Context: an optimization exercise on an open-source flow, tuned for small area, a short achievable clock period and few clock cycles per item. The choices shown serve that exercise and are no tape-out recipe. In this exercise RTL edits were held to simulation tests only and were not proved equivalent to the original.

==> design/flow/design.v <==
`timescale 1 ns / 1 ps
module gen_dffr # (
	parameter DW = 32,
	parameter rstValue = {DW{1'b0}}
)
(
	input [DW-1:0] dnxt,
	output [DW-1:0] qout,
	input CLK,
	input RSTn
);
reg [DW-1:0] qout_r;
always @(posedge CLK or negedge RSTn) begin
	if ( ~RSTn )
		qout_r <= rstValue;
	else                  
		qout_r <= dnxt;
end
assign qout = qout_r;
endmodule
`timescale 1 ns / 1 ps
module gen_rsffr # (
	parameter DW = 1,
	parameter rstValue = {DW{1'b0}}
)
(
	input [DW-1:0] set_in,
	input [DW-1:0] rst_in,
	output [DW-1:0] qout,
	input CLK,
	input RSTn
);
reg [DW-1:0] qout_r;
generate
	for ( genvar i = 0; i < DW; i = i + 1 ) begin
		always @(posedge CLK or negedge RSTn) begin
			if ( ~RSTn ) begin
				qout_r[i] <= rstValue[i];
			end 
			else begin
				qout_r[i] <= qout_r[i];
				if ( set_in[i] ) begin
					qout_r[i] <= 1'b1;
				end
				if ( rst_in[i] ) begin
					qout_r[i] <= 1'b0;	
				end
			end
		end
	end
endgenerate
assign qout = qout_r;
endmodule
`timescale 1 ns / 1 ps
module mul #(
	parameter DW = 13+(5+$clog2(4))
)
(
	input mul_exeparam_valid,
	output mul_execute_ready,
	input [DW-1:0] mul_exeparam,
	output mul_writeback_valid,
	output [63:0] mul_res_qout,
	output [(5+$clog2(4))-1:0] mul_rd0_qout,
	input [63:0] src1,
	input [63:0] src2,
	input flush,
	input CLK,
	input RSTn
);
	function [6:0] bitlen64;
		input [63:0] v;
		integer j;
		begin
			bitlen64 = 7'd0;
			for (j = 0; j < 64; j = j + 1)
				if (v[j]) bitlen64 = j + 1;
		end
	endfunction
	function lowmask64;
		input [63:0] v;
		begin
			lowmask64 = ((v >> 1) & ~v) == 64'd0;
		end
	endfunction
	function [2:0] chunks;
		input [63:0] v;
		input s;
		begin
			if (s ? (&v[63:15] | ~|v[63:15]) : ~|v[63:16]) chunks = 3'd1;
			else if (s ? (&v[63:31] | ~|v[63:31]) : ~|v[63:32]) chunks = 3'd2;
			else if (s ? (&v[63:47] | ~|v[63:47]) : ~|v[63:48]) chunks = 3'd3;
			else chunks = 3'd4;
		end
	endfunction
	reg ready_q;
	reg c_valid;
	reg [63:0] c_a, c_b;
	reg [12:0] c_op;
	reg [6:0] c_tag;
	always @(posedge CLK) begin
		if (ready_q) begin
			c_a <= src1;
			c_b <= src2;
			c_op <= mul_exeparam[19:7];
			c_tag <= mul_exeparam[6:0];
		end
	end
	wire op_mul    = c_op[12];
	wire op_mulh   = c_op[11];
	wire op_mulhsu = c_op[10];
	wire op_mulhu  = c_op[9];
	wire op_div    = c_op[8];
	wire op_divu   = c_op[7];
	wire op_rem    = c_op[6];
	wire op_remu   = c_op[5];
	wire op_mulw   = c_op[4];
	wire op_divw   = c_op[3];
	wire op_divuw  = c_op[2];
	wire op_remw   = c_op[1];
	wire op_remuw  = c_op[0];
	wire c_is_mul = op_mul | op_mulh | op_mulhsu | op_mulhu | op_mulw;
	wire ms_a = op_mul | op_mulh | op_mulhsu | op_mulw;
	wire ms_b = op_mul | op_mulh | op_mulw;
	wire [63:0] ma = op_mulw ? {{32{c_a[31]}}, c_a[31:0]} : c_a;
	wire [63:0] mb = op_mulw ? {{32{c_b[31]}}, c_b[31:0]} : c_b;
	wire [2:0] na = chunks(ma, ms_a);
	wire [2:0] nb = chunks(mb, ms_b);
	wire mswap = na < nb;
	wire [64:0] m_x = mswap ? {ms_b & mb[63], mb} : {ms_a & ma[63], ma};
	wire [63:0] m_y = mswap ? ma : mb;
	wire m_ys = mswap ? ms_a : ms_b;
	wire [2:0] m_n = mswap ? na : nb;
	wire d_word = op_divw | op_divuw | op_remw | op_remuw;
	wire d_sgn = op_div | op_rem | op_divw | op_remw;
	wire d_isrem = op_rem | op_remu | op_remw | op_remuw;
	wire [63:0] da = d_word ? {{32{d_sgn & c_a[31]}}, c_a[31:0]} : c_a;
	wire [63:0] db = d_word ? {{32{d_sgn & c_b[31]}}, c_b[31:0]} : c_b;
	wire d_nega = d_sgn & da[63];
	wire d_negb = d_sgn & db[63];
	wire [63:0] d_absa = d_nega ? -da : da;
	wire [63:0] d_absb = d_negb ? -db : db;
	wire d_zero = d_word ? (c_b[31:0] == 32'd0) : (c_b == 64'd0);
	wire [63:0] d_ca = da ^ {64{d_nega}};
	wire [63:0] d_cb = db ^ {64{d_negb}};
	wire [6:0] la = bitlen64(d_ca) + {6'd0, d_nega & lowmask64(d_ca)};
	wire [6:0] lb = bitlen64(d_cb) + {6'd0, d_negb & lowmask64(d_cb)};
	wire [7:0] nq = {1'b0, la} - {1'b0, lb} + 8'd1;    
	wire [5:0] d_c = (d_zero | nq[7] | (nq == 8'd0)) ? 6'd0 : nq[6:1] + {5'd0, nq[0]};
	wire [63:0] r0 = d_absa;
	wire [5:0] d_n = (d_c == 6'd0) ? 6'd1 : d_c;
	wire [63:0] r1 = d_n[0] ? {r0[1:0], r0[63:2]} : r0;
	wire [63:0] r2 = d_n[1] ? {r1[3:0], r1[63:4]} : r1;
	wire [63:0] r3 = d_n[2] ? {r2[7:0], r2[63:8]} : r2;
	wire [63:0] r4 = d_n[3] ? {r3[15:0], r3[63:16]} : r3;
	wire [63:0] r5 = d_n[4] ? {r4[31:0], r4[63:32]} : r4;
	wire [63:0] d_mask = {64{1'b1}} >> {d_n, 1'b0};
	wire [63:0] d_r = r5 & d_mask;
	wire [63:0] d_q = r5 & ~d_mask;
	reg i_valid;
	reg [5:0] i_cnt;
	reg i_last;            
	reg [2:0] i_n;
	reg [81:0] i_acc;      
	reg [63:0] i_q;        
	reg [64:0] i_x;        
	reg i_yb;              
	reg i_ys;              
	reg [6:0] i_tag;
	reg i_mul, i_mulw, i_mulhi, i_word, i_rem, i_neg, i_zero;
	wire i_end = i_valid & i_last;
	wire i_free = ~i_valid | i_last;
	wire p_move = c_valid & i_free;
	wire [16:0] yb = {i_q[15:0], i_yb};
	wire [66:0] xs = {{2{i_x[64]}}, i_x};
	reg [66:0] pp [0:8];
	reg [16:0] negrow;
	integer j;
	always @(*) begin
		negrow = 17'd0;
		for (j = 0; j < 8; j = j + 1) begin : booth
			reg b0, b1, b2, one, two, neg;
			reg [66:0] sel;
			b0 = yb[2*j]; b1 = yb[2*j+1]; b2 = yb[2*j+2];
			one = b1 ^ b0;
			two = (b2 & ~b1 & ~b0) | (~b2 & b1 & b0);
			neg = b2;
			sel = ({67{one}} & xs) | ({67{two}} & {xs[65:0], 1'b0});
			sel = sel ^ {67{neg}};
			pp[j] = {~sel[66], sel[65:0]};
			negrow[2*j] = neg;
		end
		pp[8] = (i_last & ~i_ys & i_q[15]) ? {~xs[66], xs[65:0]} : {1'b1, 66'd0};
	end
	localparam [81:0] MCONST = - ((82'd1 << 66) + (82'd1 << 68) + (82'd1 << 70) + (82'd1 << 72)
	                            + (82'd1 << 74) + (82'd1 << 76) + (82'd1 << 78) + (82'd1 << 80)
	                            + (82'd1 << 82) + (82'd1 << 65));
	wire [81:0] m_next = {16'd0, ~i_acc[81], i_acc[80:16]}
	                   + {15'd0, pp[0]}
	                   + {13'd0, pp[1], 2'd0}
	                   + {11'd0, pp[2], 4'd0}
	                   + {9'd0, pp[3], 6'd0}
	                   + {7'd0, pp[4], 8'd0}
	                   + {5'd0, pp[5], 10'd0}
	                   + {3'd0, pp[6], 12'd0}
	                   + {1'd0, pp[7], 14'd0}
	                   + {pp[8][65:0], 16'd0}
	                   + {65'd0, negrow}
	                   + MCONST;
	wire [63:0] m_qnext = {m_next[15:0], i_q[63:16]};
	wire [64:0] t1 = {i_acc[63:0], i_q[63]};
	wire [65:0] s1 = {1'b0, t1} - {2'b0, i_x[63:0]};
	wire g1 = ~s1[65];
	wire [63:0] r1n = g1 ? s1[63:0] : t1[63:0];
	wire [63:0] q1n = {i_q[62:0], g1};
	wire [64:0] t2 = {r1n, q1n[63]};
	wire [65:0] s2 = {1'b0, t2} - {2'b0, i_x[63:0]};
	wire g2 = ~s2[65];
	wire [63:0] r2n = g2 ? s2[63:0] : t2[63:0];
	wire [63:0] q2n = {q1n[62:0], g2};
	wire [5:0] new_n = c_is_mul ? {3'd0, m_n} : d_n;
	wire [5:0] cnt_next = p_move ? new_n : i_cnt - 6'd1;
	wire i_valid_next = ~flush & (p_move | (i_valid & ~i_last));
	wire c_valid_next = ~flush & ((mul_exeparam_valid & ready_q) | (c_valid & ~p_move));
	wire last_next = (cnt_next == 6'd1);
	wire ready_next = ~c_valid_next | ~i_valid_next | last_next;
	always @(posedge CLK) begin
		if (p_move) begin
			i_n <= m_n;
			i_acc <= c_is_mul ? 82'd0 : {18'd0, d_r};
			i_q <= c_is_mul ? m_y : d_q;
			i_x <= c_is_mul ? m_x : {1'b0, d_absb};
			i_yb <= 1'b0;
			i_ys <= m_ys;
			i_tag <= c_tag;
			i_mul <= c_is_mul;
			i_mulw <= op_mulw;
			i_mulhi <= op_mulh | op_mulhsu | op_mulhu;
			i_word <= d_word;
			i_rem <= d_isrem;
			i_neg <= d_isrem ? d_nega : (d_nega ^ d_negb);
			i_zero <= d_zero;
		end else begin
			i_acc <= i_mul ? m_next : {18'd0, r2n};
			i_q <= i_mul ? m_qnext : q2n;
			i_yb <= i_q[15];
		end
	end
	reg g_valid;
	reg [81:0] g_hi;
	reg [47:0] g_lo;
	reg [2:0] g_n;
	reg [6:0] g_tag;
	reg g_mul, g_mulw, g_mulhi, g_word, g_rem, g_neg, g_zero;
	always @(posedge CLK) begin
		g_hi <= i_mul ? m_next : {18'd0, i_rem ? r2n : q2n};
		g_lo <= i_q[63:16];
		g_n <= i_n;
		g_tag <= i_tag;
		g_mul <= i_mul;
		g_mulw <= i_mulw;
		g_mulhi <= i_mulhi;
		g_word <= i_word;
		g_rem <= i_rem;
		g_neg <= i_neg;
		g_zero <= i_zero;
	end
	always @(posedge CLK or negedge RSTn) begin
		if (~RSTn) begin
			ready_q <= 1'b1;
			c_valid <= 1'b0;
			i_valid <= 1'b0;
			i_cnt <= 6'd0;
			i_last <= 1'b0;
			g_valid <= 1'b0;
		end else begin
			ready_q <= ready_next;
			c_valid <= c_valid_next;
			i_valid <= i_valid_next;
			i_cnt <= cnt_next;
			i_last <= last_next;
			g_valid <= i_end & ~flush;
		end
	end
	reg [63:0] lo64;
	always @(*) begin
		case (g_n)
			3'd1: lo64 = g_hi[63:0];
			3'd2: lo64 = {g_hi[47:0], g_lo[47:32]};
			3'd3: lo64 = {g_hi[31:0], g_lo[47:16]};
			default: lo64 = {g_hi[15:0], g_lo[47:0]};
		endcase
	end
	reg [63:0] hi64;
	always @(*) begin
		case (g_n)
			3'd1: hi64 = {{46{g_hi[81]}}, g_hi[81:64]};
			3'd2: hi64 = {{30{g_hi[81]}}, g_hi[81:48]};
			3'd3: hi64 = {{14{g_hi[81]}}, g_hi[81:32]};
			default: hi64 = g_hi[79:16];
		endcase
	end
	wire [63:0] m_res = g_mulhi ? hi64 : g_mulw ? {{32{lo64[31]}}, lo64[31:0]} : lo64;
	wire [63:0] d_raw = g_hi[63:0];
	wire [63:0] d_sres = g_neg ? -d_raw : d_raw;
	wire [63:0] d_res1 = (g_zero & ~g_rem) ? {64{1'b1}} : d_sres;
	wire [63:0] d_res = g_word ? {{32{d_res1[31]}}, d_res1[31:0]} : d_res1;
	reg [63:0] out_res;
	reg [6:0] out_tag;
	reg out_valid;
	always @(posedge CLK) begin
		out_res <= g_mul ? m_res : d_res;
		out_tag <= g_tag;
	end
	always @(posedge CLK or negedge RSTn) begin
		if (~RSTn) out_valid <= 1'b0;
		else out_valid <= g_valid & ~flush;
	end
	assign mul_execute_ready = ready_q;
	assign mul_writeback_valid = out_valid;
	assign mul_res_qout = out_res;
	assign mul_rd0_qout = out_tag;
endmodule
==> design/flow/run.sh <==
#!/bin/bash
# synth_recipe.tcl (not shown) runs the flow's synth.tcl, then flattens the netlist and writes it again
# the make line also repeats each setting of config.mk as NAME=value (left out here)
make -C /OpenROAD-flow-scripts/flow DESIGN_CONFIG=/design/flow/config.mk WORK_HOME=/design/flow/orfs CLKGATE_MAP_FILE= SYNTH_SCRIPT=/design/flow/synth_recipe.tcl finish
==> design/flow/config.mk <==
export PLATFORM = sky130hd
export DESIGN_NAME = mul
export DESIGN_NICKNAME = mul
export VERILOG_FILES = /design/flow/design.v
export SDC_FILE = /design/flow/constraint.sdc
export NUM_CORES = 4
export LEC_CHECK = 0
export CAP_MARGIN = 20
export CORE_MARGIN = 2
export CORE_UTILIZATION = 40
export SETUP_SLACK_MARGIN = 5
export SLEW_MARGIN = 20
==> design/flow/constraint.sdc <==
create_clock -name core_clock -period 14.0 [get_ports {CLK}]
set_input_delay 2.8000 -clock core_clock [delete_from_list [all_inputs] [get_ports {CLK}]]
set_output_delay 2.8000 -clock core_clock [all_outputs]
set_load 0.01 [all_outputs]
==> results.sh <==
export IMPL_dp_cells=14700
export IMPL_hp_class="register to register"
export IMPL_post_drt_wl_per_cell_um=33.6
export IMPL_dieArea_um2=228000
export IMPL_crit_path_max_fanout=36
export IMPL_slowest_stage="or4_1"
export IMPL_cts_buffers=74
export IMPL_clock_sinks=607
export IMPL_synthTopCellsByArea="fa_1 12%, a21oi_1 9.7%, dfxtp_1 8.2%"
export IMPL_initial_core_util=0.403
export IMPL_first_pass_iters=7
export IMPL_yosys_most_used_dff="dfxtp_1"
export IMPL_tns_ns=0
export IMPL_dpl_hpwl_um=375000
export IMPL_finalSetupViolCount=0
export IMPL_worstPathArrival_ns=9.55
export IMPL_synthCells=12500
export IMPL_fmax_mhz=112
export IMPL_vias=103000
export IMPL_syn_nets=13500
export IMPL_whs_ns=0.322
export IMPL_die_x_um=477
export IMPL_overflow=0
export IMPL_worst_slack_ns=5.03
export IMPL_drv_cap=0
export IMPL_yosys_warnings=2
export IMPL_die_h_um=477
export IMPL_r2r_end="i_acc[15]$_DFF_P_"
export IMPL_gp_congestion=1.12
export IMPL_synth_edff_count=230
export IMPL_tritoncts="done"
export IMPL_grt_pass1_wl_um=705000
export IMPL_numPortBuffers=223
export IMPL_startpoint="i_x[21]$_DFFE_PP_"
export IMPL_holdBufCountCts=0
export IMPL_num_rows=173
export IMPL_antenna_found_initial=39
export IMPL_critPathMaxStageDelay_ns=0.63
export IMPL_root_buffer="clkbuf_16"
export IMPL_drv_slew=0
export IMPL_cp_required_ns=14.58
export IMPL_routed_via_density=6.88
export IMPL_clk_latency_ns=0.76
export IMPL_reg2reg_setup_slack_ns=5.03
export IMPL_drt_total_wl_um=502000
export IMPL_min_period_over_period=0.640
export IMPL_crit_path_end="i_acc[15]$_DFF_P_"
export IMPL_instances_no_fill=14900
export IMPL_worstSetupEndpointType="register"
export IMPL_r2r_cells=30
export IMPL_synthArstFlopShare=0.0198
export IMPL_grt_pass1_vias=93700
export IMPL_seq_area_frac_synth=0.162
export IMPL_synth_top_area_cell="fa_1"
export IMPL_status="no timing/DRC/antenna violations"
export IMPL_cts_htree_levels=3
export IMPL_rsz0062_at_grt="false"
export IMPL_clk_path_buf_depth=3
export IMPL_coreArea_um2=223000
export IMPL_hold_viol=0
export IMPL_area_growth_syn_to_layout_pct=9.69
export IMPL_critical_path_class="register to register"
export IMPL_clock_skew_ns=0.0506
export IMPL_drc=0
export IMPL_tightest_slew_ns=1.31
export IMPL_start_kind="register"
export IMPL_yosys_area_top_type_share=0.115
export IMPL_path_clk_slew_ns=0.06
export IMPL_synth_cell_types=98
export IMPL_avgSynthCellArea_um2=7.18
export IMPL_io_pins=225
export IMPL_rr_startpoint="i_x[21]$_DFFE_PP_"
export IMPL_final_layout_size_suffix_gt1_frac=0.0855
export IMPL_initialDrtViolationCount=14800
export IMPL_synth_seq_cells=607
export IMPL_netlist_area_um2=89600
export IMPL_grt_max_degree=158
export IMPL_final_antenna_net_count=0
export IMPL_grt_usage=0.421
export IMPL_period_minus_slack_ns=8.97
export IMPL_dpl_worst_slack_ns=2.48
export IMPL_slew_headroom=0.111
export IMPL_layout_nets=12900
worst min-delay path by stage:
stage	start	endpoint	slack, ns	cells past startpoint
2_1_floorplan	g_tag[0]$_DFF_P_	out_tag[0]$_DFF_P_	0.31	0
3_3_place_gp	g_tag[0]$_DFF_P_	out_tag[0]$_DFF_P_	0.31	0
3_5_place_dp	g_tag[5]$_DFF_P_	out_tag[5]$_DFF_P_	0.31	0
4_1_cts	g_tag[5]$_DFF_P_	out_tag[5]$_DFF_P_	0.32	0
5_1_grt	g_tag[5]$_DFF_P_	out_tag[5]$_DFF_P_	0.33	0
6_report	g_tag[5]$_DFF_P_	out_tag[5]$_DFF_P_	0.32	0
cells by family after synthesis:
logic type,share of synthesized area
simple gates,0.161
flops,0.162
mux,0.0480
xor+xnor,0.0333
fa+ha+maj,0.165
compound gates,0.341
buf+inv,0.0892
flip-flops by register name, summed over array words and instances, names as in the netlist, 3 cells and up:
name / flops
c_a: 64
c_b: 64
c_op: 12
c_tag: 7
g_hi: 82
g_lo: 48
g_n: 3
g_tag: 7
i_acc: 82
i_cnt: 6
i_n: 3
i_q: 64
i_tag: 7
i_x: 65
out_res: 64
out_tag: 7
worst max-delay path: cells and delay by family (launching register included):
family,cells,cell delay (ns)
AO/OA/AOI/OAI,16,4.80
adder cells (fa/ha/maj),2,0.48
buffers and inverters,7,1.38
flip-flops,1,0.34
multiplexers,2,0.82
AND/OR/NAND/NOR,3,0.83
cell type report:
class | instances | area (µm²)
inverter | 775 | 2960
fill | 23000 | 124000
tap | 2975 | 3720
antenna | 37 | 92.6
clock inverter | 36 | 444
timing repair buffer | 637 | 5940
multi-input combinational | 9749 | 68400
sequential | 607 | 14600
clock buffer | 97 | 2100
Yosys cell counts, drive strengths merged, types with 112 or more instances:
cell type and n:
a21oi 1743, nor2 1208, clkbuf 1176, nand2 1066, o21ai 753, inv 748, o22ai 573, fa 516
dfxtp 365, ha 357, mux2i 299, edfxtp 230, o31ai 230, xnor2 225, a22oi 220, nor3 208
nand3 195, buf 167, a221oi 153, a211oi 151, a21o 132, xor2 116, mux2 114, o211ai 112
layer usage:
layer  global-route usage  wire length (µm)  up-vias
met5                    0                72        -
met4                0.320             45700       12
met3               0.0975             54800     1534
met2                0.628            214000     7438
met1                0.526            187000    49500
li1                     -                 -    44100
metrics by stage:
stage,util,area [µm²]
finish,0.442,98300
global route,0.441,98200
CTS,0.437,97200
detailed placement,0.420,93500
global placement,0.420,93500
floorplan,-,89600
cell usage in the layout, fill, tap and decap left out, types with 191 or more instances in the layout:
| cell type | n |
|---|---|
| a21oi_1 | 1725 |
| a22oi_1 | 216 |
| buf_4 | 346 |
| clkdlybuf4s50_1 | 223 |
| dfxtp_1 | 343 |
| edfxtp_1 | 230 |
| fa_1 | 515 |
| ha_1 | 354 |
| inv_1 | 705 |
| mux2i_1 | 254 |
| nand2_1 | 1048 |
| nand3_1 | 191 |
| nor2_1 | 1183 |
| nor3_1 | 202 |
| o21ai_0 | 714 |
| o22ai_1 | 572 |
| o31ai_1 | 222 |
| xnor2_1 | 222 |
what timing repair did:
action,4_1_cts,5_1_grt
gates resized for setup,183,145
pin swaps,16,16
endpoints found under the setup margin,232,208
hold endpoints to repair,0,0
buffers inserted,44,24
gates cloned,7,2
Testbench counts, summed over its fixed seeds: cycles 8,120, items 2,560.

## static timing again, ports no longer ideal
The results above use ideal ports. As a check the final layout listed here was re-extracted and re-timed, cells and wires unchanged.
Step 1: set_driving_cell puts a clkbuf_16 on CLK and a buf_2 on each other input, an assumption about the parent block.
Step 2 adds t to the input delays and takes it off the output delays; t is the mean of the earliest and latest rising clock arrival at the registers after step 1. Input paths then give back, and output paths get back, about the clock's delay inside the block.
Three values: ideal ports, drivers, drivers and shift; two values: the first two.
t, ns: 0.824
setup slack, ns: 5.035 / 5.035 / 5.035
worst slew at a driven data input, ns: 0.08
cell pins on the clock port's net: 1
After both steps this run still meets setup and hold. The setup slack of this run moves by 0.000 ns with the drivers and by 0.000 ns with both steps.
